This is an optimization exercise on Yosys and OpenROAD, whose aim is small area, a short achievable clock period and few clock cycles per item, not a production implementation.
In this exercise RTL edits were held to simulation tests only and were not proved equivalent to the original.
No activity file was given, so power comes from the tool's default toggle rates.

**design/flow/config.mk**
```make
export PLATFORM = sky130hd
export DESIGN_NAME = seq_multiplier
export DESIGN_NICKNAME = seq_multiplier
export VERILOG_FILES = /design/flow/design.v
export SDC_FILE = /design/flow/constraint.sdc
export NUM_CORES = 4
export LEC_CHECK = 0
export CAP_MARGIN = 20
export CORE_MARGIN = 2
export CORE_UTILIZATION = 40
export SETUP_SLACK_MARGIN = 0.4
export SLEW_MARGIN = 20
```
**design/flow/constraint.sdc**
```tcl
create_clock -name core_clock -period 4.5 [get_ports {clk}]
set_input_delay 0.9000 -clock core_clock [delete_from_list [all_inputs] [get_ports {clk}]]
set_output_delay 0.9000 -clock core_clock [all_outputs]
set_load 0.01 [all_outputs]
```
**design/flow/design.v**
```verilog
module seq_multiplier #(parameter N = 32) (
    input  logic clk, rst_n, start,
    input  logic [N-1:0] a, b,
    output logic [(2*N)-1:0] prod,
    output logic ready
);
    logic [63:0] r;
    logic [31:0] mcand;
    logic [1:0]  dlt;        
    logic [2:0]  top;        
    logic [2:0]  cnt;        
    logic        busy;
    logic        one0, two0, neg0, one1, two1, neg1;
    function automatic logic [5:0] benc(input logic [3:0] n, input logic l);
        benc = {n[2] ^ n[1],
                (n[3] & ~n[2] & ~n[1]) | (~n[3] & n[2] & n[1]),
                n[3],
                n[0] ^ l,
                (n[1] & ~n[0] & ~l) | (~n[1] & n[0] & l),
                n[1]};
    endfunction
    logic [7:0] fa, fb;      
    logic [7:0] ta, tb;      
    logic [7:0] ha, hb;      
    always_comb begin
        for (int i = 0; i < 8; i++) begin
            fa[i] = |a[4*i +: 4];
            fb[i] = |b[4*i +: 4];
        end
        ta[7] = fa[7];
        tb[7] = fb[7];
        for (int i = 6; i >= 0; i--) begin
            ta[i] = ta[i+1] | fa[i];
            tb[i] = tb[i+1] | fb[i];
        end
        ha = ta & ~{1'b0, ta[7:1]};
        hb = tb & ~{1'b0, tb[7:1]};
    end
    logic        swap;       
    assign swap = |(tb & ~ta);
    logic [31:0] ld_mcand, ld_mpl;
    logic [7:0]  hm1;
    logic [2:0]  tp;
    logic [3:0]  tn;
    logic        tl;
    assign ld_mcand = swap ? b : a;
    assign ld_mpl   = swap ? a : b;
    assign hm1      = swap ? ha : hb;
    always_comb begin
        tp = '0;
        tn = '0;
        tl = 1'b0;
        for (int i = 0; i < 8; i++) begin
            tp = tp | ({3{hm1[i]}} & 3'(i));
            tn = tn | ({4{hm1[i]}} & ld_mpl[4*i +: 4]);
            if (i > 0) tl = tl | (hm1[i] & ld_mpl[4*i - 1]);
        end
    end
    logic [3:0] nn;
    logic       nl;
    always_comb begin
        nn = '0;
        nl = 1'b0;
        for (int i = 1; i < 8; i++)
            if (top == 3'(i)) begin
                nn = r[28 + 4*i +: 4];
                nl = r[27 + 4*i];
            end
        if (cnt == 3'd1) nl = 1'b0;
    end
    logic [3:0] en;
    logic       el;
    assign en = start ? tn : nn;
    assign el = start ? tl : nl;
    logic [33:0] row0, row1;
    always_comb begin
        for (int k = 0; k < 33; k++) begin
            row0[k] = ((one0 & (k < 32 ? mcand[k] : 1'b0)) |
                       (two0 & (k > 0 ? mcand[k-1] : 1'b0))) ^ neg0;
            row1[k] = ((one1 & (k < 32 ? mcand[k] : 1'b0)) |
                       (two1 & (k > 0 ? mcand[k-1] : 1'b0))) ^ neg1;
        end
        row0[33] = neg0;
        row1[33] = neg1;
    end
    logic [37:0] u0, u1, u2, cs_s, cs_c, w;
    assign u0   = {{4{neg0}}, row0};
    assign u1   = {{2{neg1}}, row1, 1'b0, neg0};
    assign u2   = {2'b0, r[31:0], 1'b0, neg1, 2'b0};
    assign cs_s = u0 ^ u1 ^ u2;
    assign cs_c = ((u0 & u1) | (u0 & u2) | (u1 & u2)) << 1;
    logic [37:0] kg [0:6];
    logic [37:0] kp [0:6];
    assign kg[0] = cs_s & cs_c;
    assign kp[0] = cs_s ^ cs_c;
    for (genvar l = 0; l < 6; l++) begin : g_sk
        for (genvar i = 0; i < 38; i++) begin : g_bit
            if ((i >> l) & 1) begin : g_node
                localparam int J = ((i >> l) << l) - 1;
                assign kg[l+1][i] = kg[l][i] | (kp[l][i] & kg[l][J]);
                assign kp[l+1][i] = kp[l][i] & kp[l][J];
            end else begin : g_pass
                assign kg[l+1][i] = kg[l][i];
                assign kp[l+1][i] = kp[l][i];
            end
        end
    end
    assign w = kp[0] ^ {kg[6][36:0], 1'b0};
    logic [27:0] up_sum;
    logic [31:0] hm;
    always_comb begin
        hm = {up_sum, r[35:32]};
        for (int i = 0; i < 8; i++)
            if (top == 3'(i)) hm[4*i +: 4] = 4'b0;
    end
    logic [27:0] up_nxt;
    assign up_nxt = hm[27:0];
    always_ff @(posedge clk or negedge rst_n) begin
        if (!rst_n) begin
            busy  <= 1'b0;
            ready <= 1'b0;
        end else if (start) begin
            busy  <= ta[0] & tb[0];
            ready <= ~(ta[0] & tb[0]);
        end else if (busy && cnt == 0) begin
            busy  <= 1'b0;
            ready <= 1'b1;
        end
    end
    always_ff @(posedge clk) begin
        if (start) begin
            mcand <= ld_mcand;
            r     <= {ld_mpl, ld_mcand & {32{tn[3]}}};
            dlt   <= 2'b00;
            top   <= tp;
        end else if (busy) begin
            r     <= {up_nxt, w[35:0]};
            dlt   <= w[37:36];
        end
    end
    always_ff @(posedge clk) begin
        cnt <= start ? tp : cnt - 1'b1;
        {one1, two1, neg1, one0, two0, neg0} <= benc(en, el);
    end
    logic [27:0] oa [0:5];   
    logic [27:0] oz [0:5];   
    assign oa[0] = {r[62:36], 1'b1};
    assign oz[0] = {~r[62:36], 1'b1};
    for (genvar l = 0; l < 5; l++) begin : g_oz
        for (genvar i = 0; i < 28; i++) begin : g_bit
            if ((i >> l) & 1) begin : g_node
                localparam int J = ((i >> l) << l) - 1;
                assign oa[l+1][i] = oa[l][i] & oa[l][J];
                assign oz[l+1][i] = oz[l][i] & oz[l][J];
            end else begin : g_pass
                assign oa[l+1][i] = oa[l][i];
                assign oz[l+1][i] = oz[l][i];
            end
        end
    end
    assign up_sum = r[63:36] ^ (({28{dlt == 2'b01}} & oa[5]) |
                                ({28{dlt == 2'b11}} & oz[5]));
    assign prod   = {up_sum, r[35:0]};
endmodule
```
**design/flow/flow/run.sh**
```bash
#!/bin/bash
# The standard layout, with the port buffers made of the smallest buffer
# cell instead of the default delay buffer.
set -euo pipefail
export BUFFER_PORTS_ARGS="-buffer_cell sky130_fd_sc_hd__buf_1"
bash standard.sh > standard_flow.log 2>&1
```
**design/flow/standard.sh**
```bash
#!/bin/bash
# synth_recipe.tcl (not shown) runs the flow's synth.tcl, then flattens the netlist and writes it again
# the make line also repeats each setting of config.mk as NAME=value (left out here)
make -C /OpenROAD-flow-scripts/flow DESIGN_CONFIG=/design/flow/config.mk WORK_HOME=/design/flow/orfs CLKGATE_MAP_FILE= SYNTH_SCRIPT=/design/flow/synth_recipe.tcl "${@:-finish}"
```
==> results by group, run 1 <==
Run status
  – Status: finished clean

Yosys
  – Asr flop ratio synth: 1.79%
  – Post-synthesis cell area: 0.0104 mm²
  – Dominant synthesized flop cell: edfxtp_1
  – Dominant cell type by area after synthesis: edfxtp_1
  – Seq/Total Area, Yosys: between 30% and 40%
  – Net count after synthesis: 1236
  – Top cell type's share of synthesized area: 28.5%
  – FF+latch count, synth: ~110
  – Cells after synthesis: 1090
  – Main area contributors after synthesis: edfxtp_1, xnor2_1, fa_1, mux2i_1, ha_1
  – Post-synth EDFFs: 99
  – Mean Syn Cell Area: approximately 9.6 µm²
  – Distinct cells, synth: 74
  – Synthesis Warnings: 5

Setup path
  – CP endpoint kind: output port
  – Worst Setup SP: r[43]
  – Worst EP arrival: 3.43 ns
  – Crit path max fanout: 3
  – CP Launch Type: flop
  – Worst reg2reg startpoint: one1
  – Worst Path Required: 3.60 ns
  – Crit Path Class: flop to output port

Routing
  – Initial detailed-routing violation count: between 900 and 1k
  – Wirelength per Cell: around 22 µm
  – DRC: 0
  – Vias per cell: 5.90
  – First-pass DRT Iterations: 5
  – WL final: 34400 µm
  – Antenna Violating Nets Remaining: 0
  – Routed via count: 9150

Global routing
  – Initial antenna violation count: 0
  – Met2 usage: 43.1%
  – Global route hottest layer: met2
  – Met3 usage: 3.55%
  – Met1 Usage GRT: 33.9%
  – GR Overflow Total: 0
  – Gr usage total: roughly a quarter
  – Number of global-route vias before repair: 8860
  – First-pass GRT wire length: 51700 µm
  – Largest net degree at the start of global routing: 68

Floorplanning
  – Die area: around 0.027 mm²
  – Die width: 165 µm
  – Chip Height: 165 µm
  – Number of top-level pins: 132
  – Initial Utilization: 40.3%
  – Num rows: 59
  – Floorplan core area: between 0.02 and 0.03 mm²

Timing
  – Final Hold Vio Count: 0
  – Setup TNS: 0 ns
  – Max-slew headroom: 44.7%
  – Final critical-path required period: ~4.3 ns
  – Endpoints failing setup: 0
  – Actual slew at the worst max-slew pin: ~0.83 ns
  – Fmax: around 0.23 GHz
  – RSZ-0062 raised after global routing: yes
  – Tcrit/Tclk final: 96.3%
  – Final Skew: roughly 0.012 ns
  – Final Max Slew Viols: 0

Clock network
  – Clock tree from TritonCTS: done
  – Maximum root-to-sink buffer count: 2
  – Root buf cell: clkbuf_16
  – Worst-path clk slew: 0.08 ns
  – Hold buffer count at CTS: 0
  – Sink Count: 112
  – CTS H-tree lvls: 3
  – Worst skew pair latency: 0.37 ns
  – CTS Buf Count: 9

Place
  – DPL Wire Length: 26800 µm
  – Placed Area: 0.0113 mm²
  – Placer Congestion: between 0.9 and 1
  – Input/output buffers: 131

Power and ir drop
  – Leak Pwr: 0.00440 µW
  – Net Sw Power: 4090 µW
  – Sw frac: ~46%
  – Pwr Density: 746 mW/mm²
  – Flop pwr share: a little over a fifth
  – Combinational share of power: about 70%
  – Clk pwr share: 9.0%
  – Internal: a little under 5000 µW
  – Peak supply drop: 0.729 mV

Cells and area
  – Fraction of layout cells with a size suffix above 1: 12.3%
  – Area grow syn2layout: 14.6%
  – Multi-input gate area: ~0.0066 mm²
  – Fillers: between 2k and 3k
  – Fin nets: around 1.4k
  – Inserted Diodes: 0
  – Reg area: 0.00326 mm²
  – Final Cell Area: ~0.012 mm²

Job
  – Maxcap violations: 0

Worst hold path
  – Hold crit path type: input port to async pin
[per-stage QoR]
step | hold WS (ns) | setup slack, ns | power (µW) | util, % | instances
2_1_floorplan | 0.440 | 0.267 | 6290 | - | 1090
3_3_place_gp | 0.459 | 0.240 | 7570 | 43.9 | 1513
3_5_place_dp | 0.471 | 0.173 | 7610 | 43.9 | 1513
4_1_cts | 0.302 | 0.128 | 8710 | 45.7 | 1541
5_1_grt | 0.309 | 0.00963 | 9670 | 46.3 | 1550
6_report | 0.305 | 0.166 | 8920 | 46.3 | 1550
[synthesized netlist by cell type, drive strengths merged (33+ instances only)]
master / instances
edfxtp: 99
xnor2: 96
o21ai: 72
nand2: 67
a22oi: 65
mux2i: 64
inv: 62
buf: 59
a21oi: 55
nor2: 47
ha: 42
fa: 37
clkbuf: 34
o22ai: 33
[registers in the layout, summed over array words and instances, names as in the netlist]
name / count
mcand: 32
two0: 1
neg0: 1
r: 64
ready: 1
two1: 1
one0: 1
top: 3
busy: 1
one1: 1
dlt: 2
cnt: 3
neg1: 1
[power by group through the flow]
stage                     Sequential [µW]  Combinational, µW  Clock, µW
after detailed placement             1960               5660          0
after CTS                            1930               5960        827
final                                1920               6200        800
after global placement               1960               5610          0
after global routing                 1960               6850        857
after floorplan                      1780               4510          0
[area by class of cell]
| cell class | count | area share (%) |
|---|---|---|
| repair buffers | 202 | 9.50 |
| inverters | 62 | 1.95 |
| clock buffers | 10 | 1.92 |
| well taps | 335 | 3.51 |
| flip-flops and latches | 112 | 27.2 |
| clock inverters | 6 | 0.335 |
| multi-input cells | 823 | 55.6 |
[kinds of logic after synthesis]
kind of cell | count (synthesis) | synth area share, %
simple gates | 236 | 12.2
flops | 112 | 31.1
mux | 69 | 6.68
buf+inv | 155 | 7.13
xor+xnor | 126 | 10.7
compound gates | 313 | 20.0
fa+ha+maj | 79 | 12.1
[repair_timing]
| item | CTS | global route |
|---|---|---|
| setup buffers | 12 | 9 |
| pin swaps | 18 | 8 |
| endpoints found under the setup margin | 8 | 17 |
| resized for setup | 24 | 17 |
[per-layer routing]
layer | part of all wire, % | vias to the layer above
met5 | 0 | -
met2 | 48 | 358
met4 | 2.3 | 0
met1 | 43 | 4484
met3 | 6.2 | 56
li1 | - | 4252
[worst max-delay path, stage by stage, from the launching register on]
cell and delay [ns]:
edfxtp_1 0.40, or4_4 0.56, nor4_4 0.24, nand3b_4 0.13
or4_4 0.52, nor3_4 0.16, nand2b_2 0.09, or4_4 0.45
o31ai_2 0.21, xor2_1 0.17, buf_2 0.15
[cells in the final DEF, fill, tap and decap left out, types with 9 or more instances in the layout]
| cell type | instances |
|---|---|
| buf_1 | 127 |
| a31oi_1 | 9 |
| a22oi_1 | 59 |
| a21o_1 | 15 |
| clkbuf_16 | 9 |
| mux2i_1 | 64 |
| nor4_1 | 13 |
| edfxtp_1 | 99 |
| nand2b_1 | 9 |
| inv_1 | 61 |
| or4_1 | 14 |
| o21ai_0 | 66 |
| xor2_1 | 29 |
| fa_1 | 35 |
| buf_4 | 60 |
| xnor2_1 | 94 |
| nand3_1 | 17 |
| nor2_1 | 46 |
| o22ai_1 | 33 |
| nand2_1 | 67 |
| nor3_1 | 12 |
| ha_1 | 37 |
| a211oi_1 | 9 |
| a21oi_1 | 49 |
[final timing paths]
check,end,slack [ns],depth (start not counted)
worst min-delay path,ready,0.31,1
worst min register to register,cnt[0],0.48,1
min in group core_clock,cnt[0],0.48,1
worst max register to register,r[33],0.34,16
max in group asynchronous,busy,4.06,1
worst max-delay path,prod[63],0.17,10
Testbench counts, summed over its fixed seeds: cycles 10,280, items 2,400.
==> run 2: changes to the inputs <==
--- a/design/flow/config.mk
+++ b/design/flow/config.mk
@@ -8,5 +8,7 @@
 export CAP_MARGIN = 20
 export CORE_MARGIN = 2
 export CORE_UTILIZATION = 40
-export SETUP_SLACK_MARGIN = 0.4
+export CTS_CLUSTER_DIAMETER = 100
+export CTS_CLUSTER_SIZE = 40
+export SETUP_SLACK_MARGIN = 0.25
 export SLEW_MARGIN = 20
==> results by group, run 2 <==
Run status
  – Status: finished clean

Floorplanning
  – Number of top-level pins: 132
  – Die area: around 0.027 mm²
  – Chip Height: 165 µm
  – Initial Utilization: 40.3%
  – Die width: between 150 and 200 µm
  – Num rows: 59
  – Floorplan core area: 0.0258 mm²

Power and ir drop
  – Sw frac: 45.7%
  – Flop pwr share: 22.1%
  – Clk pwr share: 10.5%
  – Leak Pwr: 0.00440 µW
  – Pwr Density: 731 mW/mm²
  – Peak supply drop: 0.653 mV
  – Net Sw Power: roughly 4000 µW
  – Internal: 4720 µW
  – Combinational share of power: 67.4%

Cells and area
  – Max reg flops: 64
  – Multi-input gate area: 0.00658 mm²
  – Fraction of layout cells with a size suffix above 1: 11.5%
  – Reg with most FFs: r
  – Fin nets: 1354
  – Util after Layout: 46.0%
  – Most common cell after layout, fill and taps aside: buf_1
  – Biggest regs: r: 64 flops, mcand: 32 flops
  – Non-Filler Instances: 1548
  – Reg area: 0.00325 mm²
  – Area grow syn2layout: 14.1%
  – Most frequent cells in the layout: buf_1, edfxtp_1, xnor2_1
  – Inserted Diodes: 0
  – Fillers: 2535
  – Final Cell Area: roughly 0.012 mm²

Setup path
  – CP Launch Type: flop
  – CP top delay family: simple AND/OR/NAND/NOR gates
  – Worst reg2reg startpoint: mcand[2]
  – CP endpoint kind: output port
  – Crit path depth: 10
  – Reg2Reg Capture Point: r[32]
  – Register-to-register setup slack: 0.33 ns
  – Worst R2R Path Depth: 15
  – Largest stage delay on the critical path: 0.57 ns
  – Cell repeated most along the worst path: or4_4
  – Crit Path Class: flop to output port
  – Worst Setup SP: r[44]
  – Worst Path Required: 3.60 ns
  – Worst-path cell chain: or4_4, nor4_4, nand3b_4, or4_4, nor3_4, nand2b_2, or4_4, o31ai_4, xor2_1, buf_2
  – Worst EP arrival: ~3.4 ns
  – Slowest stage cell, crit path: or4_4
  – Worst Path Buf+Inv: 1
  – Crit path max fanout: 3

Timing
  – Final Max Slew Viols: 0
  – Final Hold Vio Count: 0
  – Final critical-path required period: 4.26 ns
  – Final Skew: 0.0115 ns
  – Actual slew at the worst max-slew pin: 0.849 ns
  – RSZ-0062 raised after global routing: yes
  – Endpoints failing setup: 0
  – Max-slew headroom: between 40 and 50%
  – Tcrit/Tclk final: between 90% and 100%
  – Fmax: ~0.23 GHz
  – Hold WS: 0.298 ns
  – Setup TNS: 0 ns

Yosys
  – Asr flop ratio synth: between 1.5 and 2%
  – Post-synthesis cell area: 0.0104 mm²
  – Net count after synthesis: 1236
  – Post-synth top cells: edfxtp_1, xnor2_1, o21ai_0, nand2_1, a22oi_1
  – Cells after synthesis: about 1.1k
  – Main area contributors after synthesis: edfxtp_1, xnor2_1, fa_1, mux2i_1, ha_1
  – Post-synth EDFFs: just under 100
  – Count leader, synth: edfxtp_1
  – Dominant cell type by area after synthesis: edfxtp_1
  – FF+latch count, synth: roughly 110
  – Top cell type's share of synthesized area: 28.5%
  – Dominant synthesized flop cell: edfxtp_1
  – Seq/Total Area, Yosys: between 30% and 40%
  – Synthesis Warnings: 5
  – Mean Syn Cell Area: 9.56 µm²
  – Distinct cells, synth: 74

Clock network
  – CTS H-tree lvls: 3
  – Sink Count: 112
  – Root buf cell: clkbuf_16
  – Worst skew pair latency: 0.37 ns
  – Clock tree from TritonCTS: done
  – Worst-path clk slew: 0.08 ns
  – Maximum root-to-sink buffer count: 2
  – CTS Buf Count: 9

Routing
  – Antenna Violating Nets Remaining: 0
  – Vias per cell: 5.91
  – Initial detailed-routing violation count: slightly above 700
  – First-pass DRT Iterations: 6
  – WL final: between 30000 and 40000 µm
  – Wirelength per Cell: 22.2 µm
  – DRC: 0
  – Routed via count: between 9k and 10k

Place
  – DPL Wire Length: ~27000 µm
  – Input/output buffers: about 130
  – Placed Area: 0.0113 mm²
  – Placer Congestion: 0.961
  – Cells after DPL: 1518

Job
  – Maxcap violations: 0

Global routing
  – Number of global-route vias before repair: 8871
  – Gr usage total: 25.4%
  – First-pass GRT wire length: 51700 µm
  – GR Overflow Total: 0
  – Initial antenna violation count: 0
  – Largest net degree at the start of global routing: 72

Worst hold path
  – Hold crit path type: input port to async pin
## run 2: changes by cell type in the layout (fill, tap and decap cells not counted), sizes merged
cell / previous run / this run
buf: 201 / 199
bufinv: 0 / 1
clkbuf: 11 / 12
clkinv: 3 / 1
clkinvlp: 0 / 1
inv: 65 / 64
## run 2: worst max-delay path by stage
stage / to / slack (ns)
after CTS: prod[63] / 0.11
after detailed placement: prod[63] / 0.24
after global routing: prod[63] / 0.10
after floorplan: r[33] / 0.27
after global placement: two0 / 0.24
final: prod[63] / 0.24
## run 2: cell type report
| class | instances | share of cell area (%) |
|---|---|---|
| Multi-Input combinational cell | 823 | 55.3 |
| Sequential cell | 112 | 27.4 |
| Timing Repair Buffer | 200 | 9.11 |
| Tap cell | 335 | 3.53 |
| Clock buffer | 11 | 2.14 |
| Inverter | 62 | 1.96 |
| Clock inverter | 5 | 0.600 |
## run 2: layer usage
metal | up-vias | track usage (%) | routed length, µm
met5 | - | 0 | 0
met4 | 0 | 7.95 | 960
met3 | 61 | 3.07 | 1960
met2 | 329 | 42.9 | 16500
met1 | 4515 | 34.0 | 15000
li1 | 4247 | - | -
## run 2: kinds of logic after synthesis
logic type	Yosys count	share of synthesized area, %
muxes	69	6.68
AOI/OAI and AO/OA	313	20.0
DFF	112	31.1
and+or+nand+nor	236	12.2
buffers and inverters	155	7.13
adders and majority gates	79	12.1
xor gates and xnor gates	126	10.7
## run 2: repair_timing
item	CTS	global route
setup endpoints to repair	7	13
hold buffers	0	0
setup buffers	7	7
gates resized for setup	8	22
pin swaps	7	16
cloned	0	0
## run 2: worst reg2reg max path, stage by stage, from the launching register on
cell and delay [ns]:
edfxtp_1 0.45, a22oi_2 0.23, xnor2_2 0.11, fa_1 0.61
ha_4 0.22, a21o_1 0.18, a31o_2 0.24, a41o_1 0.25
a2111oi_4 0.37, a2bb2oi_2 0.22, nor3_2 0.05, or2_4 0.24
a21o_1 0.17, fa_2 0.51, nor2_1 0.04, a21oi_1 0.16
## run 2: power by group through the flow
| stage | Sequential, µW | Combinational (µW) | Clock [µW] |
|---|---|---|---|
| 2_1_floorplan | 1780 | 4510 | 0 |
| 3_3_place_gp | 1960 | 5620 | 0 |
| 3_5_place_dp | 1950 | 5630 | 0 |
| 4_1_cts | 1930 | 5730 | 922 |
| 5_1_grt | 1960 | 6530 | 959 |
| 6_report | 1920 | 5850 | 915 |
## run 2: through the flow
step | total power [µW] | setup WS, ns
global placement | 7570 | 0.237
detailed placement | 7590 | 0.242
finish | 8690 | 0.244
CTS | 8580 | 0.109
global route | 9450 | 0.101
floorplan | 6290 | 0.267
==> run 3: changes to the inputs <==
==> design/flow/config.mk (replaced) <==
export PLATFORM = sky130hd
export DESIGN_NAME = seq_multiplier
export DESIGN_NICKNAME = seq_multiplier
export VERILOG_FILES = /design/flow/design.v
export SDC_FILE = /design/flow/constraint.sdc
export NUM_CORES = 4
export LEC_CHECK = 0
export CAP_MARGIN = 5
export CORE_MARGIN = 2
export CORE_UTILIZATION = 40
export SETUP_SLACK_MARGIN = 0.25
export SLEW_MARGIN = 5
==> results by group, run 3 <==
Setup path
  – Worst Setup SP: r[44]
  – Crit Path Class: flop to output port
  – Slowest stage cell, crit path: or4_4
  – CP endpoint kind: output port
  – Register-to-register setup slack: 0.33 ns
  – Cell repeated most along the worst path: or4_4
  – Largest stage delay on the critical path: 0.57 ns
  – Worst EP arrival: 3.36 ns
  – Worst-path cell chain: or4_4, nor4_4, nand3b_4, or4_4, nor3_4, nand2b_2, or4_4, o31ai_4, xor2_1, buf_2
  – Worst reg2reg startpoint: mcand[2]
  – Worst Path Required: 3.60 ns
  – Critical Path End: prod[63]
  – Worst Path Buf+Inv: 1
  – CP top delay family: simple AND/OR/NAND/NOR gates
  – Reg2Reg Capture Point: r[32]
  – Crit path max fanout: 3
  – Worst R2R Path Depth: 15
  – Crit path depth: 10
  – CP Launch Type: flop

Power and ir drop
  – Overall Power: 8690 µW
  – Leak Pwr: 0.00440 µW
  – Peak supply drop: between 0.6 and 0.7 mV
  – Pwr Density: 731 mW/mm²

Job
  – Maxcap violations: 0

Yosys
  – Mean Syn Cell Area: 9.56 µm²
  – Cells after synthesis: 1090
  – Post-synth top cells: edfxtp_1, xnor2_1, o21ai_0, nand2_1, a22oi_1
  – FF+latch count, synth: 112
  – Dominant synthesized flop cell: edfxtp_1
  – Seq/Total Area, Yosys: 31.1%
  – Distinct cells, synth: 74
  – Main area contributors after synthesis: edfxtp_1, xnor2_1, fa_1, mux2i_1, ha_1
  – Top cell type's share of synthesized area: 28.5%
  – Post-synthesis cell area: 0.0104 mm²
  – Net count after synthesis: approximately 1.2k
  – Dominant cell type by area after synthesis: edfxtp_1
  – Synthesis Warnings: 5
  – Post-synth EDFFs: ~100
  – Asr flop ratio synth: 1.79%
  – Count leader, synth: edfxtp_1

Routing
  – WL final: 34400 µm
  – Antenna Violating Nets Remaining: 0
  – Routed via count: 9152
  – First-pass DRT Iterations: 6
  – Initial detailed-routing violation count: 712
  – Vias per cell: about 5.9
  – DRC: 0
  – Wirelength per Cell: 22.2 µm

Place
  – Setup WS pre-CTS: 0.242 ns
  – Input/output buffers: around 130
  – Placer Congestion: 0.961
  – DPL Wire Length: 26900 µm

Timing
  – RSZ-0062 raised after global routing: yes
  – Actual slew at the worst max-slew pin: 0.849 ns
  – Max-slew headroom: 43.4%
  – Final critical-path required period: about 4.3 ns
  – Final WS setup: 0.244 ns
  – Final Hold Vio Count: 0
  – Endpoints failing setup: 0
  – Final Skew: about 0.011 ns
  – Tcrit/Tclk final: 94.6%
  – Setup TNS: 0 ns
  – Fmax: 0.235 GHz
  – Final Max Slew Viols: 0

Cells and area
  – Reg area: 0.00325 mm²
  – Multi-input gate area: 0.00658 mm²
  – Fin nets: 1354
  – Fraction of layout cells with a size suffix above 1: 11.5%
  – Most common cell after layout, fill and taps aside: buf_1
  – Reg with most FFs: r
  – Most frequent cells in the layout: buf_1, edfxtp_1, xnor2_1
  – Area grow syn2layout: 14.1%
  – Biggest regs: r: 64 flops, mcand: 32 flops
  – Inserted Diodes: 0
  – Fillers: between 2k and 3k
  – Max reg flops: 64

Global routing
  – Gr usage total: 25.4%
  – GR Overflow Total: 0
  – First-pass GRT wire length: 51700 µm
  – Initial antenna violation count: 0
  – Largest net degree at the start of global routing: between 70 and 80
  – Number of global-route vias before repair: between 8k and 9k

Clock network
  – Maximum root-to-sink buffer count: 2
  – CTS H-tree lvls: 3
  – Clock tree from TritonCTS: done
  – Root buf cell: clkbuf_16
  – CTS Buf Count: 9
  – Worst skew pair latency: 0.37 ns
  – Worst-path clk slew: about 0.080 ns
  – Sink Count: 112

Floorplanning
  – Chip Height: 165 µm
  – Num rows: 59
  – Die area: 0.0274 mm²
  – Floorplan core area: around 0.026 mm²
  – Initial Utilization: 40.3%
  – Die width: around 170 µm
  – Number of top-level pins: ~130

Run status
  – Status: finished clean

Worst hold path
  – Hold crit path type: input port to async pin
[run 3: worst reg2reg max path, stage by stage (launching register included)]
cell and delay [ns]:
edfxtp_1 0.45, a22oi_2 0.23, xnor2_2 0.11, fa_1 0.61, ha_4 0.22, a21o_1 0.18, a31o_2 0.24, a41o_1 0.25
a2111oi_4 0.37, a2bb2oi_2 0.22, nor3_2 0.05, or2_4 0.24, a21o_1 0.17, fa_2 0.51, nor2_1 0.04, a21oi_1 0.16
[run 3: what timing repair did]
item | CTS | global route
buffers inserted | 7 | 7
pin swaps | 7 | 16
hold buffers | 0 | 0
endpoints found under the setup margin | 7 | 13
resized for setup | 8 | 22
[run 3: metal layers]
layer	up-vias	GRT usage (%)	part of all wire (%)
li1	4247	-	-
met1	4515	34.0	44
met2	329	42.9	48
met3	61	3.07	5.7
met4	0	7.95	2.8
met5	-	0	0
[run 3: worst min-delay path by stage]
stage,startpoint,end,slack [ns],depth (start not counted)
after global routing,rst_n,busy,0.30,1
final,rst_n,ready,0.30,1
after CTS,rst_n,ready,0.29,1
after global placement,cnt[0],cnt[0],0.46,1
after floorplan,cnt[0],cnt[0],0.44,1
after detailed placement,cnt[0],cnt[0],0.49,1
[run 3: area by class of cell]
type                            count  area share (%)
Multi-Input combinational cell    823            55.3
Sequential cell                   112            27.4
Timing Repair Buffer              200            9.11
Tap cell                          335            3.53
Clock buffer                       11            2.14
Inverter                           62            1.96
Clock inverter                      5           0.600
[run 3: where the power goes]
group / switching, µW / internal (µW)
Clock: 438 / 477
Sequential: 344 / 1580
Combinational: 3190 / 2660
[run 3: cell families (layout without fill, tap and decap cells)]
family / after synthesis / count (layout) / share of synthesized area (%)
flip-flops: 112 / 112 / 31.1
AND/OR/NAND/NOR: 236 / 236 / 12.2
multiplexers: 69 / 69 / 6.68
buffers and inverters: 155 / 278 / 7.13
AO/OA/AOI/OAI: 313 / 313 / 20.0
XOR/XNOR: 126 / 126 / 10.7
adder cells (fa/ha/maj): 79 / 79 / 12.1
[run 3: stage by stage]
step	cells	instance area (µm²)	util (%)	hold WS [ns]
3_3_place_gp	1518	11300	43.9	0.465
2_1_floorplan	1090	10500	-	0.440
4_1_cts	1541	11800	45.5	0.292
3_5_place_dp	1518	11300	43.9	0.493
5_1_grt	1548	11900	46.0	0.300
6_report	1548	11900	46.0	0.298
==> run 4: changes to the inputs <==
==> design/flow/config.mk (replaced) <==
export PLATFORM = sky130hd
export DESIGN_NAME = seq_multiplier
export DESIGN_NICKNAME = seq_multiplier
export VERILOG_FILES = /design/flow/design.v
export SDC_FILE = /design/flow/constraint.sdc
export NUM_CORES = 4
export LEC_CHECK = 0
export CAP_MARGIN = 20
export CORE_MARGIN = 2
export CORE_UTILIZATION = 40
export SETUP_SLACK_MARGIN = 0.35
export SLEW_MARGIN = 20
==> results by group, run 4 <==
Run status
  – Status: finished clean

Cells and area
  – Fillers: 2537
  – Most frequent cells in the layout: buf_1, edfxtp_1, xnor2_1
  – Most common cell after layout, fill and taps aside: buf_1
  – Reg with most FFs: r
  – Fraction of layout cells with a size suffix above 1: 11.7%
  – Multi-input gate area: 0.00662 mm²
  – Area grow syn2layout: 14.3%
  – Fin nets: 1354
  – Inserted Diodes: 0
  – Max reg flops: between 60 and 70
  – Biggest regs: r: 64 flops, mcand: 32 flops
  – Reg area: 0.00326 mm²
  – Util after Layout: a little under half

Power and ir drop
  – Overall Power: 8820 µW
  – Flop pwr share: around 22%
  – Leak Pwr: 0.00439 µW
  – Pwr Density: 740 mW/mm²
  – Combinational share of power: 69.1%
  – Clk pwr share: 9.1%
  – Sw frac: 45.9%
  – Peak supply drop: 0.733 mV
  – Internal: 4770 µW
  – Net Sw Power: 4050 µW

Setup path
  – Register-to-register setup slack: 0.32 ns
  – Largest stage delay on the critical path: 0.56 ns
  – Crit path max fanout: 3
  – Cell repeated most along the worst path: or4_4
  – Worst reg2reg startpoint: one1
  – Worst EP arrival: 3.44 ns
  – Worst R2R Path Depth: 16
  – Reg2Reg Capture Point: r[33]
  – Worst-path cell chain: or4_4, nor4_4, nand3b_4, or4_4, nor3_4, nand2b_2, or4_4, o31ai_2, xor2_1, buf_2
  – Crit Path Class: flop to output port
  – Worst Setup SP: r[43]
  – CP endpoint kind: output port
  – Worst Path Required: 3.60 ns
  – Slowest stage cell, crit path: or4_4
  – CP Launch Type: flop

Yosys
  – Distinct cells, synth: 74
  – FF+latch count, synth: between 100 and 150
  – Synthesized-area fraction occupied by adder cells: 12.1%
  – Top cell type's share of synthesized area: between 20% and 30%
  – Asr flop ratio synth: 1.79%
  – Dominant cell type by area after synthesis: edfxtp_1
  – Cells after synthesis: ~1.1k
  – Synthesis Warnings: 5
  – Synth Area in Compound Gates: 20.0%
  – Post-synth top cells: edfxtp_1, xnor2_1, o21ai_0, nand2_1, a22oi_1
  – Count leader, synth: edfxtp_1
  – Simple-Gate Fraction of Synth Area: 12.2%
  – Mean Syn Cell Area: 9.56 µm²
  – XOR/XNOR Fraction of Synth Area: 10.7%
  – Post-synthesis cell area: 0.0104 mm²
  – Seq/Total Area, Yosys: a little under a third
  – Largest family of logic cells by synthesized area: compound AO/OA/AOI/OAI gates
  – Dominant synthesized flop cell: edfxtp_1
  – Post-synth EDFFs: 99
  – Mux contribution to synthesized area: 6.69%
  – Net count after synthesis: approximately 1.2k
  – Main area contributors after synthesis: edfxtp_1, xnor2_1, fa_1, mux2i_1, ha_1

Global routing
  – Number of global-route vias before repair: approximately 8.9k
  – GR Overflow Total: 0
  – Largest net degree at the start of global routing: ~70
  – First-pass GRT wire length: 51700 µm
  – Initial antenna violation count: 0
  – Gr usage total: 25.3%

Clock network
  – Sink Count: roughly 110
  – Maximum root-to-sink buffer count: 2
  – Clock tree from TritonCTS: done
  – CTS H-tree lvls: 3
  – Root buf cell: clkbuf_16
  – Worst-path clk slew: 0.08 ns
  – Worst skew pair latency: 0.37 ns
  – CTS Buf Count: 9

Timing
  – Tcrit/Tclk final: 96.5%
  – Fmax: ~0.23 GHz
  – Actual slew at the worst max-slew pin: 0.811 ns
  – RSZ-0062 raised after global routing: yes
  – Final Hold Vio Count: 0
  – Setup TNS: 0 ns
  – Final Skew: 0.0160 ns
  – Final critical-path required period: 4.34 ns
  – Endpoints failing setup: 0
  – Max-slew headroom: 45.9%
  – Final Max Slew Viols: 0
  – Final WS setup: 0.160 ns

Routing
  – Antenna Violating Nets Remaining: 0
  – DRC: 0
  – Initial detailed-routing violation count: 815
  – First-pass DRT Iterations: 5
  – WL final: 34300 µm
  – Routed via count: a little over 9k
  – Wirelength per Cell: 22.1 µm
  – Vias per cell: 5.86

Place
  – Input/output buffers: 131
  – DPL Wire Length: 26800 µm
  – Setup WS pre-CTS: roughly 0.17 ns
  – Placer Congestion: 0.991

Job
  – Maxcap violations: 0

Floorplanning
  – Floorplan core area: 0.0258 mm²
  – Num rows: 59
  – Initial Utilization: 40.3%
  – Die width: 165 µm
  – Die area: 0.0274 mm²
  – Chip Height: 165 µm
  – Number of top-level pins: ~130

Worst hold path
  – Hold crit path type: input port to async pin
==> run 4: cell count changes in the layout (fill, tap and decap cells not counted), sizes merged <==
cell      previous run  this run
clkbuf              12        11
clkinvlp             1         0
inv                 64        65
clkinv               1         3
bufinv               1         0
==> run 4: cells by family after synthesis <==
group,Yosys count
fa+ha+maj,79
xor+xnor,126
buf+inv,155
simple gates,236
flops,112
mux,69
compound gates,313
==> run 4: per-layer routing <==
layer	GRT usage, %	vias to the layer above	part of all wire (%)
li1	-	4247	-
met1	33.9	4426	43
met2	43.1	340	48
met3	3.55	52	6.6
met4	6.54	0	2.2
met5	0	-	0
==> run 4: timing repair <==
| action | 4_1_cts | 5_1_grt |
|---|---|---|
| endpoints found under the setup margin | 7 | 15 |
| pin swaps | 18 | 7 |
| resized for setup | 23 | 12 |
| setup buffers | 11 | 8 |
| hold buffers | 0 | 0 |
==> run 4: worst max path at each step <==
stage / cells after the start / to
2_1_floorplan: 17 / r[33]
3_3_place_gp: 16 / r[33]
3_5_place_dp: 16 / r[33]
4_1_cts: 10 / prod[63]
5_1_grt: 10 / prod[63]
6_report: 10 / prod[63]
==> run 4: final cells by class <==
cell class	count	area share, %
multi-input cells	823	55.5
clock inverters	6	0.336
repair buffers	200	9.40
inverters	62	1.95
well taps	335	3.52
flip-flops and latches	112	27.3
clock buffers	10	1.92
==> run 4: critical path, delay by kind of cell, from the launching register on <==
| family | cells | cell delay, ns |
|---|---|---|
| compound gates | 1 | 0.21 |
| xor+xnor | 1 | 0.17 |
| buf+inv | 1 | 0.15 |
| flops | 1 | 0.41 |
| simple gates | 7 | 2.14 |
==> run 4: power by group through the flow <==
stage,combinational (µW),clock [µW],sequential [µW]
2_1_floorplan,4510,0,1780
3_3_place_gp,5610,0,1960
3_5_place_dp,5660,0,1960
4_1_cts,5910,827,1930
5_1_grt,6760,857,1960
6_report,6100,801,1920
==> run 4: per-stage QoR <==
step	hold slack [ns]	instance area [µm²]	std cells
after global routing	0.309	11900	1548
after floorplan	0.440	10500	1090
after global placement	0.459	11300	1513
after CTS	0.302	11800	1540
after detailed placement	0.471	11300	1513
final	0.306	11900	1548
==> run 5: changes to the inputs <==
--- a/design/flow/config.mk
+++ b/design/flow/config.mk
@@ -7,6 +7,6 @@
 export LEC_CHECK = 0
 export CAP_MARGIN = 20
 export CORE_MARGIN = 2
-export CORE_UTILIZATION = 40
-export SETUP_SLACK_MARGIN = 0.35
+export CORE_UTILIZATION = 45
+export SETUP_SLACK_MARGIN = 0.3
 export SLEW_MARGIN = 20
==> results by group, run 5 <==
Timing
  – Final Skew: approximately 0.012 ns
  – Endpoints failing setup: 0
  – Fmax: 0.232 GHz
  – Tcrit/Tclk final: 95.6%
  – Final Max Slew Viols: 0
  – Final critical-path required period: 4.30 ns
  – Actual slew at the worst max-slew pin: 0.798 ns
  – RSZ-0062 raised after global routing: yes
  – Final WS setup: about 0.20 ns
  – Final Hold Vio Count: 0
  – Max-slew headroom: 46.8%
  – Setup TNS: 0 ns

Setup path
  – Worst EP arrival: 3.40 ns
  – CP endpoint kind: output port
  – Worst Path Required: between 3 and 4 ns
  – Crit path max fanout: 3
  – Crit Path Class: flop to output port
  – Cell repeated most along the worst path: or4_4
  – Largest stage delay on the critical path: 0.56 ns
  – CP Launch Type: flop
  – Worst-path cell chain: or4_4, nor4_4, nand3b_4, or4_4, nor3_4, nand2b_2, or4_4, o31ai_4, xor2_1, buf_2
  – Slowest stage cell, crit path: or4_4

Run status
  – Status: finished clean

Clock network
  – Hold buffer count at CTS: 0
  – CTS H-tree lvls: 3
  – Sink Count: 112
  – Clock tree from TritonCTS: done
  – Worst skew pair latency: 0.38 ns
  – Root buf cell: clkbuf_16
  – Worst-path clk slew: 0.08 ns
  – CTS Buf Count: 9
  – Maximum root-to-sink buffer count: 2

Global routing
  – GR Overflow Total: 0
  – Number of global-route vias before repair: 8985
  – First-pass GRT wire length: 52500 µm
  – Largest net degree at the start of global routing: 68
  – Gr usage total: between 20 and 30%
  – Initial antenna violation count: 0

Yosys
  – Post-synth top cells: edfxtp_1, xnor2_1, o21ai_0, nand2_1, a22oi_1
  – FF+latch count, synth: 112
  – Dominant synthesized flop cell: edfxtp_1
  – Top cell type's share of synthesized area: 28.5%
  – Main area contributors after synthesis: edfxtp_1, xnor2_1, fa_1, mux2i_1, ha_1
  – Seq/Total Area, Yosys: 31.1%
  – Cells after synthesis: 1090
  – Net count after synthesis: 1236
  – Dominant cell type by area after synthesis: edfxtp_1
  – Mean Syn Cell Area: 9.56 µm²
  – Post-synthesis cell area: 0.0104 mm²
  – Distinct cells, synth: 74
  – Synthesis Warnings: 5
  – Post-synth EDFFs: between 90 and 100
  – Asr flop ratio synth: 1.79%
  – Count leader, synth: edfxtp_1

Power and ir drop
  – Clk pwr share: 10.5%
  – Peak supply drop: 0.349 mV
  – Flop pwr share: 21.8%
  – Pwr Density: 742 mW/mm²
  – Sw frac: 45.9%
  – Overall Power: between 8000 and 9000 µW
  – Internal: 4820 µW
  – Net Sw Power: 4090 µW
  – Leak Pwr: about 0.0045 µW
  – Combinational share of power: 67.7%

Cells and area
  – Biggest regs: r: 64 flops, mcand: 32 flops
  – Most common cell after layout, fill and taps aside: buf_1
  – Reg with most FFs: r
  – Inserted Diodes: 0
  – Fraction of layout cells with a size suffix above 1: 13.2%
  – Most frequent cells in the layout: buf_1, edfxtp_1, xnor2_1
  – Area grow syn2layout: 15.2%
  – Max reg flops: 64
  – Fin nets: between 1k and 1.5k

Floorplanning
  – Num rows: 55
  – Initial Utilization: between 40% and 50%
  – Die width: 156 µm
  – Number of top-level pins: 132
  – Chip Height: 156 µm
  – Floorplan core area: ~0.023 mm²
  – Die area: 0.0244 mm²

Job
  – Maxcap violations: 0

Routing
  – DRC: 0
  – First-pass DRT Iterations: 5
  – Initial detailed-routing violation count: about 900
  – Antenna Violating Nets Remaining: 0
  – Vias per cell: 6.06
  – Routed via count: 9210
  – Wirelength per Cell: 22.8 µm
  – WL final: ~35000 µm

Place
  – DPL Wire Length: 27100 µm
  – Input/output buffers: around 130
  – Setup WS pre-CTS: 0.115 ns
  – Placer Congestion: ~1.0

Worst hold path
  – Hold crit path type: input port to async pin
-- run 5: cell counts after synthesis --
No cell type changed its count.
-- run 5: layout make-up --
type                            instances  area [µm²]
Fill cell                            2157       10700
Multi-Input combinational cell        823        6590
Sequential cell                       112        3260
Timing Repair Buffer                  221        1240
Tap cell                              285         357
Inverter                               62         233
Clock buffer                            9         225
Clock inverter                          7         103
-- run 5: layer usage --
| metal | global-route usage (%) | share of wire (%) | vias to the layer above |
|---|---|---|---|
| li1 | - | - | 4300 |
| met1 | 37.9 | 42 | 4475 |
| met2 | 48.0 | 48 | 375 |
| met3 | 3.86 | 7.0 | 60 |
| met4 | 10.7 | 2.9 | 0 |
| met5 | 0 | 0 | - |
-- run 5: power by group through the flow --
stage | Sequential (µW) | Clock (µW) | Combinational, µW
floorplan | 1780 | 0 | 4510
CTS | 1930 | 942 | 5870
detailed placement | 1960 | 0 | 5710
finish | 1940 | 937 | 6030
global route | 1980 | 982 | 6690
global placement | 1970 | 0 | 5660
-- run 5: final timing paths --
| path | slack, ns | endpoint | startpoint | depth (start not counted) |
|---|---|---|---|---|
| worst min register to register | 0.47 | cnt[0] | cnt[0] | 1 |
| worst min-delay path | 0.29 | ready | rst_n | 1 |
| min in group core_clock | 0.47 | cnt[0] | cnt[0] | 1 |
| worst max register to register | 0.28 | r[33] | mcand[5] | 16 |
| worst max-delay path | 0.20 | prod[63] | r[43] | 10 |
| max in group asynchronous | 4.08 | busy | rst_n | 1 |
-- run 5: cell families after synthesis --
kind of cell	count (synthesis)	synth area share (%)
AOI/OAI and AO/OA	313	20.0
xor gates and xnor gates	126	10.7
adders and majority gates	79	12.1
buffers and inverters	155	7.13
DFF	112	31.1
muxes	69	6.68
and+or+nand+nor	236	12.2
-- run 5: repair_timing --
item | in CTS | in global routing
gates cloned | 0 | 0
pin swaps | 8 | 12
setup buffers | 13 | 4
gates resized for setup | 11 | 21
setup endpoints to repair | 7 | 11
-- run 5: through the flow --
stage / area (µm²) / util, % / cells / hold WS, ns
2_1_floorplan: 10500 / - / 1090 / 0.440
3_3_place_gp: 11400 / 50.3 / 1486 / 0.462
3_5_place_dp: 11400 / 50.3 / 1486 / 0.464
4_1_cts: 11900 / 52.4 / 1515 / 0.289
5_1_grt: 12000 / 52.9 / 1519 / 0.296
6_report: 12000 / 52.9 / 1519 / 0.290
-- run 5: critical path, delay by kind of cell (launching register included) --
family | cells | cell delay, ns
AOI/OAI and AO/OA | 1 | 0.20
xor gates and xnor gates | 1 | 0.15
buffers and inverters | 1 | 0.14
DFF | 1 | 0.43
and+or+nand+nor | 7 | 2.09
==> run 6: changes to the inputs <==
--- a/design/flow/config.mk
+++ b/design/flow/config.mk
@@ -7,6 +7,7 @@
 export LEC_CHECK = 0
 export CAP_MARGIN = 20
 export CORE_MARGIN = 2
-export CORE_UTILIZATION = 45
-export SETUP_SLACK_MARGIN = 0.3
+export CORE_UTILIZATION = 40
+export PLACE_DENSITY = 0.75
+export SETUP_SLACK_MARGIN = 0.4
 export SLEW_MARGIN = 20
==> results by group, run 6 <==
Floorplanning
  – Num rows: 59
  – Chip Height: about 170 µm
  – Floorplan core area: 0.0258 mm²
  – Initial Utilization: 40.3%
  – Number of top-level pins: between 100 and 150
  – Die width: roughly 170 µm
  – Die area: approximately 0.027 mm²

Yosys
  – Distinct cells, synth: 74
  – Post-synth EDFFs: 99
  – Synthesis Warnings: 5
  – Mean Syn Cell Area: 9.56 µm²
  – Top cell type's share of synthesized area: ~29%
  – Seq/Total Area, Yosys: 31.1%
  – Cells after synthesis: 1090
  – Post-synth top cells: edfxtp_1, xnor2_1, o21ai_0, nand2_1, a22oi_1
  – Post-synthesis cell area: 0.0104 mm²
  – Main area contributors after synthesis: edfxtp_1, xnor2_1, fa_1, mux2i_1, ha_1
  – Net count after synthesis: 1236
  – FF+latch count, synth: 112
  – Dominant synthesized flop cell: edfxtp_1
  – Dominant cell type by area after synthesis: edfxtp_1
  – Count leader, synth: edfxtp_1
  – Asr flop ratio synth: 1.79%

Clock network
  – Maximum root-to-sink buffer count: 2
  – Hold buffer count at CTS: 0
  – CTS H-tree lvls: 3
  – Sink Count: roughly 110
  – Worst-path clk slew: 0.09 ns
  – Clock tree from TritonCTS: done
  – Root buf cell: clkbuf_16
  – Worst skew pair latency: about 0.38 ns
  – CTS Buf Count: 9

Setup path
  – Worst-path cell chain: or4_4, nor4_4, nand3b_4, or4_4, nor3_4, nand2b_2, or4_4, o31ai_4, xor2_1, buf_2
  – CP top delay family: simple AND/OR/NAND/NOR gates
  – Slowest stage cell, crit path: edfxtp_1
  – Register-to-register setup slack: 0.22 ns
  – Reg2Reg Capture Point: r[33]
  – Worst R2R Path Depth: 17
  – Worst Path Required: 3.60 ns
  – Worst EP arrival: 3.40 ns
  – Crit path depth: 10
  – Worst Path Buf+Inv: 1
  – Crit Path Class: flop to output port
  – Cell repeated most along the worst path: or4_4
  – CP Launch Type: flop
  – CP endpoint kind: output port
  – Worst reg2reg startpoint: mcand[3]
  – Largest stage delay on the critical path: between 0.5 and 0.6 ns
  – Crit path max fanout: 6

Timing
  – Max-slew headroom: 50.4%
  – Final Skew: between 0.015 and 0.02 ns
  – Final critical-path required period: 4.30 ns
  – Setup TNS: 0 ns
  – Tcrit/Tclk final: 95.7%
  – Actual slew at the worst max-slew pin: 0.744 ns
  – Final Hold Vio Count: 0
  – RSZ-0062 raised after global routing: yes
  – Fmax: ~0.23 GHz
  – Endpoints failing setup: 0
  – Final Max Slew Viols: 0

Place
  – Placer Congestion: 1.02
  – Input/output buffers: 131
  – DPL Wire Length: approximately 27000 µm

Power and ir drop
  – Leak Pwr: 0.00448 µW
  – Internal: 4970 µW
  – Combinational share of power: 70.2%
  – Flop pwr share: 20.7%
  – Pwr Density: 765 mW/mm²
  – Net Sw Power: 4300 µW
  – Sw frac: 46.4%
  – Clk pwr share: 9.1%
  – Peak supply drop: 0.790 mV

Routing
  – DRC: 0
  – Initial detailed-routing violation count: 693
  – WL final: 34400 µm
  – Routed via count: between 9k and 10k
  – Wirelength per Cell: 22.0 µm
  – Antenna Violating Nets Remaining: 0
  – First-pass DRT Iterations: 5
  – Vias per cell: 6.05

Cells and area
  – Biggest regs: r: 64 flops, mcand: 32 flops
  – Util after Layout: 46.9%
  – Fraction of layout cells with a size suffix above 1: 14.4%
  – Most frequent cells in the layout: buf_1, edfxtp_1, xnor2_1
  – Most common cell after layout, fill and taps aside: buf_1
  – Max reg flops: 64
  – Reg with most FFs: r
  – Fin nets: 1365
  – Area grow syn2layout: 16.3%
  – Inserted Diodes: 0

Job
  – Maxcap violations: 0

Worst hold path
  – Hold crit path type: input port to async pin

Global routing
  – GR Overflow Total: 0
  – Initial antenna violation count: 1
  – Gr usage total: 25.2%
  – Largest net degree at the start of global routing: 65
  – Number of global-route vias before repair: 9022
  – First-pass GRT wire length: a little over 50000 µm

Run status
  – Status: finished clean
==> run 6: cell counts after synthesis <==
Identical to the previous run, type by type.
==> run 6: timing repair <==
| action | in CTS | in global routing |
|---|---|---|
| resized for setup | 20 | 47 |
| pin swaps | 15 | 25 |
| endpoints found under the hold margin | 0 | 0 |
| setup endpoints to repair | 13 | 31 |
| buffers inserted | 16 | 10 |
==> run 6: power by group through the flow <==
stage / Combinational [µW] / Clock, µW / Sequential, µW
after global routing: 7130 / 883 / 1960
final: 6510 / 842 / 1920
after floorplan: 4510 / 0 / 1780
after CTS: 6010 / 843 / 1910
after global placement: 5460 / 0 / 1940
after detailed placement: 5650 / 0 / 1940
==> run 6: final cells by class <==
| type | count | area, µm² |
|---|---|---|
| clock inverter | 5 | 50.0 |
| tap | 335 | 419 |
| timing repair buffer | 211 | 1170 |
| multi-input combinational | 823 | 6750 |
| inverter | 62 | 233 |
| sequential | 112 | 3250 |
| clock buffer | 11 | 243 |
| fill | 2480 | 13700 |
==> run 6: cells by family after synthesis <==
kind of cell | share of synthesized area (%)
DFF | 31.1
xor gates and xnor gates | 10.7
buffers and inverters | 7.13
adders and majority gates | 12.1
muxes | 6.68
AOI/OAI and AO/OA | 20.0
and+or+nand+nor | 12.2
==> run 6: worst max-delay path by stage <==
stage                   from  endpoint  slack, ns
floorplan               one0     r[33]       0.27
global route           r[43]  prod[63]       0.08
CTS                    r[43]  prod[63]       0.04
global placement    mcand[4]     r[33]       0.17
detailed placement  mcand[4]     r[33]       0.09
finish                 r[42]  prod[63]       0.20
==> run 6: layer usage <==
layer | routed length [µm] | part of all wire (%) | GRT usage, % | up-vias
li1 | - | - | - | 4268
met2 | 15800 | 46 | 40.9 | 517
met4 | 1340 | 3.9 | 8.58 | 2
met5 | 13 | 0.038 | 0 | -
met3 | 3220 | 9.4 | 4.92 | 96
met1 | 14000 | 41 | 33.7 | 4550
==> run 6: per-stage QoR <==
step	power [µW]	hold slack, ns	cell area (µm²)	worst slack, ns	instances
2_1_floorplan	6290	0.440	10500	0.267	1090
3_3_place_gp	7400	0.467	11300	0.175	1517
3_5_place_dp	7590	0.481	11300	0.0916	1517
4_1_cts	8770	0.297	11800	0.0381	1549
5_1_grt	9970	0.304	12100	0.0837	1559
6_report	9270	0.300	12100	0.196	1559
==> run 7: changes to the inputs <==
--- a/design/flow/config.mk
+++ b/design/flow/config.mk
@@ -8,6 +8,5 @@
 export CAP_MARGIN = 20
 export CORE_MARGIN = 2
 export CORE_UTILIZATION = 40
-export PLACE_DENSITY = 0.75
-export SETUP_SLACK_MARGIN = 0.4
+export SETUP_SLACK_MARGIN = 0.25
 export SLEW_MARGIN = 20
==> results by group, run 7 <==
Routing
  – Routed via count: 9152
  – Antenna Violating Nets Remaining: 0
  – Vias per cell: between 5 and 6
  – Wirelength per Cell: 22.2 µm
  – First-pass DRT Iterations: 6
  – DRC: 0
  – WL final: 34400 µm
  – Initial detailed-routing violation count: 712

Power and ir drop
  – Leak Pwr: around 0.0044 µW
  – Pwr Density: approximately 730 mW/mm²
  – Peak supply drop: around 0.65 mV

Timing
  – Final WS setup: ~0.24 ns
  – Endpoints failing setup: 0
  – Final Skew: 0.0115 ns
  – Final Max Slew Viols: 0
  – Max-slew headroom: a little over two fifths
  – Actual slew at the worst max-slew pin: 0.849 ns
  – Setup TNS: 0 ns
  – Tcrit/Tclk final: 94.6%
  – RSZ-0062 raised after global routing: yes
  – Final critical-path required period: 4.26 ns
  – Final Hold Vio Count: 0
  – Fmax: 0.235 GHz

Global routing
  – Met2 usage: 42.9%
  – Global route hottest layer: met2
  – Met3 usage: 3.07%
  – First-pass GRT wire length: 51700 µm
  – Gr usage total: 25.4%
  – Initial antenna violation count: 0
  – Number of global-route vias before repair: just under 9k
  – Met1 Usage GRT: 34.0%
  – GR Overflow Total: 0
  – Largest net degree at the start of global routing: 72

Cells and area
  – Final Cell Area: approximately 0.012 mm²
  – Area grow syn2layout: 14.1%
  – Reg with most FFs: r
  – Fin nets: 1354
  – Most frequent cells in the layout: buf_1, edfxtp_1, xnor2_1
  – Max reg flops: 64
  – Fillers: 2535
  – Non-Filler Instances: 1548
  – Inserted Diodes: 0
  – Biggest regs: r: 64 flops, mcand: 32 flops
  – Fraction of layout cells with a size suffix above 1: 11.5%
  – Most common cell after layout, fill and taps aside: buf_1

Job
  – Maxcap violations: 0

Place
  – Input/output buffers: approximately 130
  – Placer Congestion: 0.961
  – Cells after DPL: 1518
  – Placed Area: roughly 0.011 mm²
  – DPL Wire Length: 26900 µm
  – Setup WS pre-CTS: ~0.24 ns

Setup path
  – Worst Path Required: 3.60 ns
  – CP endpoint kind: output port
  – CP Launch Type: flop
  – Crit path max fanout: 3
  – Worst EP arrival: 3.36 ns
  – Crit Path Class: flop to output port

Yosys
  – Post-synthesis cell area: between 0.01 and 0.015 mm²
  – Count leader, synth: edfxtp_1
  – Cells after synthesis: 1090
  – Post-synth EDFFs: 99
  – Mean Syn Cell Area: 9.56 µm²
  – Asr flop ratio synth: 1.79%
  – Distinct cells, synth: 74
  – Net count after synthesis: approximately 1.2k
  – Synthesis Warnings: 5
  – Dominant synthesized flop cell: edfxtp_1
  – FF+latch count, synth: 112
  – Dominant cell type by area after synthesis: edfxtp_1
  – Main area contributors after synthesis: edfxtp_1, xnor2_1, fa_1, mux2i_1, ha_1
  – Top cell type's share of synthesized area: 28.5%
  – Seq/Total Area, Yosys: a little under a third
  – Post-synth top cells: edfxtp_1, xnor2_1, o21ai_0, nand2_1, a22oi_1

Clock network
  – CTS Buf Count: 9
  – Worst-path clk slew: 0.08 ns
  – Sink Count: 112
  – Maximum root-to-sink buffer count: 2
  – Worst skew pair latency: 0.37 ns
  – Clock tree from TritonCTS: done
  – CTS H-tree lvls: 3
  – Root buf cell: clkbuf_16

Floorplanning
  – Initial Utilization: 40.3%
  – Num rows: 59
  – Number of top-level pins: 132
  – Chip Height: between 150 and 200 µm
  – Floorplan core area: 0.0258 mm²
  – Die area: ~0.027 mm²
  – Die width: 165 µm

Worst hold path
  – Hold crit path type: input port to async pin

Run status
  – Status: finished clean
==> run 7: cell counts after synthesis <==
No cell type changed its count.
==> run 7: metal layers <==
layer / vias up / part of all wire (%)
met5: - / 0
met4: 0 / 2.8
met3: 61 / 5.7
met2: 329 / 48
met1: 4515 / 44
li1: 4247 / -
==> run 7: cell type report <==
cell class	instances	area, µm²	area share (%)
Multi-Input combinational cell	823	6580	55.3
Sequential cell	112	3250	27.4
Timing Repair Buffer	200	1080	9.11
Tap cell	335	419	3.53
Clock buffer	11	254	2.14
Inverter	62	233	1.96
Clock inverter	5	71.3	0.600
==> run 7: final timing paths <==
check / startpoint / endpoint / slack [ns] / depth (start not counted)
hold / removal: rst_n / ready / 0.30 / 1
max in group asynchronous: rst_n / busy / 4.08 / 1
hold reg to reg: cnt[0] / cnt[0] / 0.51 / 1
setup reg to reg: mcand[2] / r[32] / 0.33 / 15
min in group core_clock: cnt[0] / cnt[0] / 0.51 / 1
setup / recovery: r[44] / prod[63] / 0.24 / 10
==> run 7: through the flow <==
| step | power (µW) | utilization (%) | hold WS, ns |
|---|---|---|---|
| after floorplan | 6290 | - | 0.440 |
| after global placement | 7570 | 43.9 | 0.465 |
| after global routing | 9450 | 46.0 | 0.300 |
| final | 8690 | 46.0 | 0.298 |
| after CTS | 8580 | 45.5 | 0.292 |
| after detailed placement | 7590 | 43.9 | 0.493 |
==> run 7: report_power, final <==
part	leakage, µW	total [µW]	internal, µW	switching (µW)
Clock	0.000155	915	477	438
Sequential	0.00114	1920	1580	344
Combinational	0.00310	5850	2660	3190
Total	0.00440	8690	4720	3970
==> run 7: kinds of logic after synthesis <==
kind of cell,count (synthesis),share of synthesized area [%]
compound gates,313,20.0
simple gates,236,12.2
buf+inv,155,7.13
xor+xnor,126,10.7
flops,112,31.1
fa+ha+maj,79,12.1
mux,69,6.68
==> run 7: worst max-delay path, cell delays in order (launching register included) <==
cell      delay, ns
edfxtp_1       0.39
or4_4          0.57
nor4_4         0.22
nand3b_4       0.13
or4_4          0.46
nor3_4         0.16
nand2b_2       0.09
or4_4          0.46
o31ai_4        0.19
xor2_1         0.17
buf_2          0.15
==> run 7: what timing repair did <==
action,4_1_cts,5_1_grt
gates resized for setup,8,22
pin swaps,7,16
setup buffers,7,7
setup endpoints to repair,7,13
hold buffers,0,0

-- separate check: timing with driven ports --
How much do the figures lean on ideal ports? The routed layouts below were timed once more, with nothing changed but the port constraints. Step 1 (the two cells are an assumption about what drives the block):
set clk [get_ports {clk}]
set_driving_cell -lib_cell sky130_fd_sc_hd__clkbuf_16 $clk
set_driving_cell -lib_cell sky130_fd_sc_hd__buf_2 [delete_from_list [all_inputs] $clk]
Step 2 also shifts input and output timing later by t, the mid clock arrival at the registers, as if the neighbouring blocks saw the same clock. Slacks: no drivers / after step 1 / after step 2; pairs: no drivers / after step 1.
run	t, ns	slack for setup (ns)	worst hold slack (ns)	worst setup path at the end	worst slew at a driven data input, ns
run 1	0.410	0.166 / 0.120 / 0.233	0.305 / 0.299 / 0.481	input to register	0.07
run 2	0.414	0.244 / 0.198 / 0.038	0.298 / 0.292 / 0.514	input to register	0.06
run 3	0.414	0.244 / 0.198 / 0.038	0.298 / 0.292 / 0.514	input to register	0.06
run 4	0.412	0.160 / 0.114 / 0.241	0.306 / 0.299 / 0.482	input to register	0.07
run 5	0.425	0.197 / 0.148 / 0.268	0.290 / 0.270 / 0.473	input to register	0.05
run 6	0.417	0.196 / 0.146 / 0.223	0.300 / 0.292 / 0.500	register to register	0.07
run 7	0.414	0.244 / 0.198 / 0.038	0.298 / 0.292 / 0.514	input to register	0.06
After both steps setup and hold are still met in every run listed.
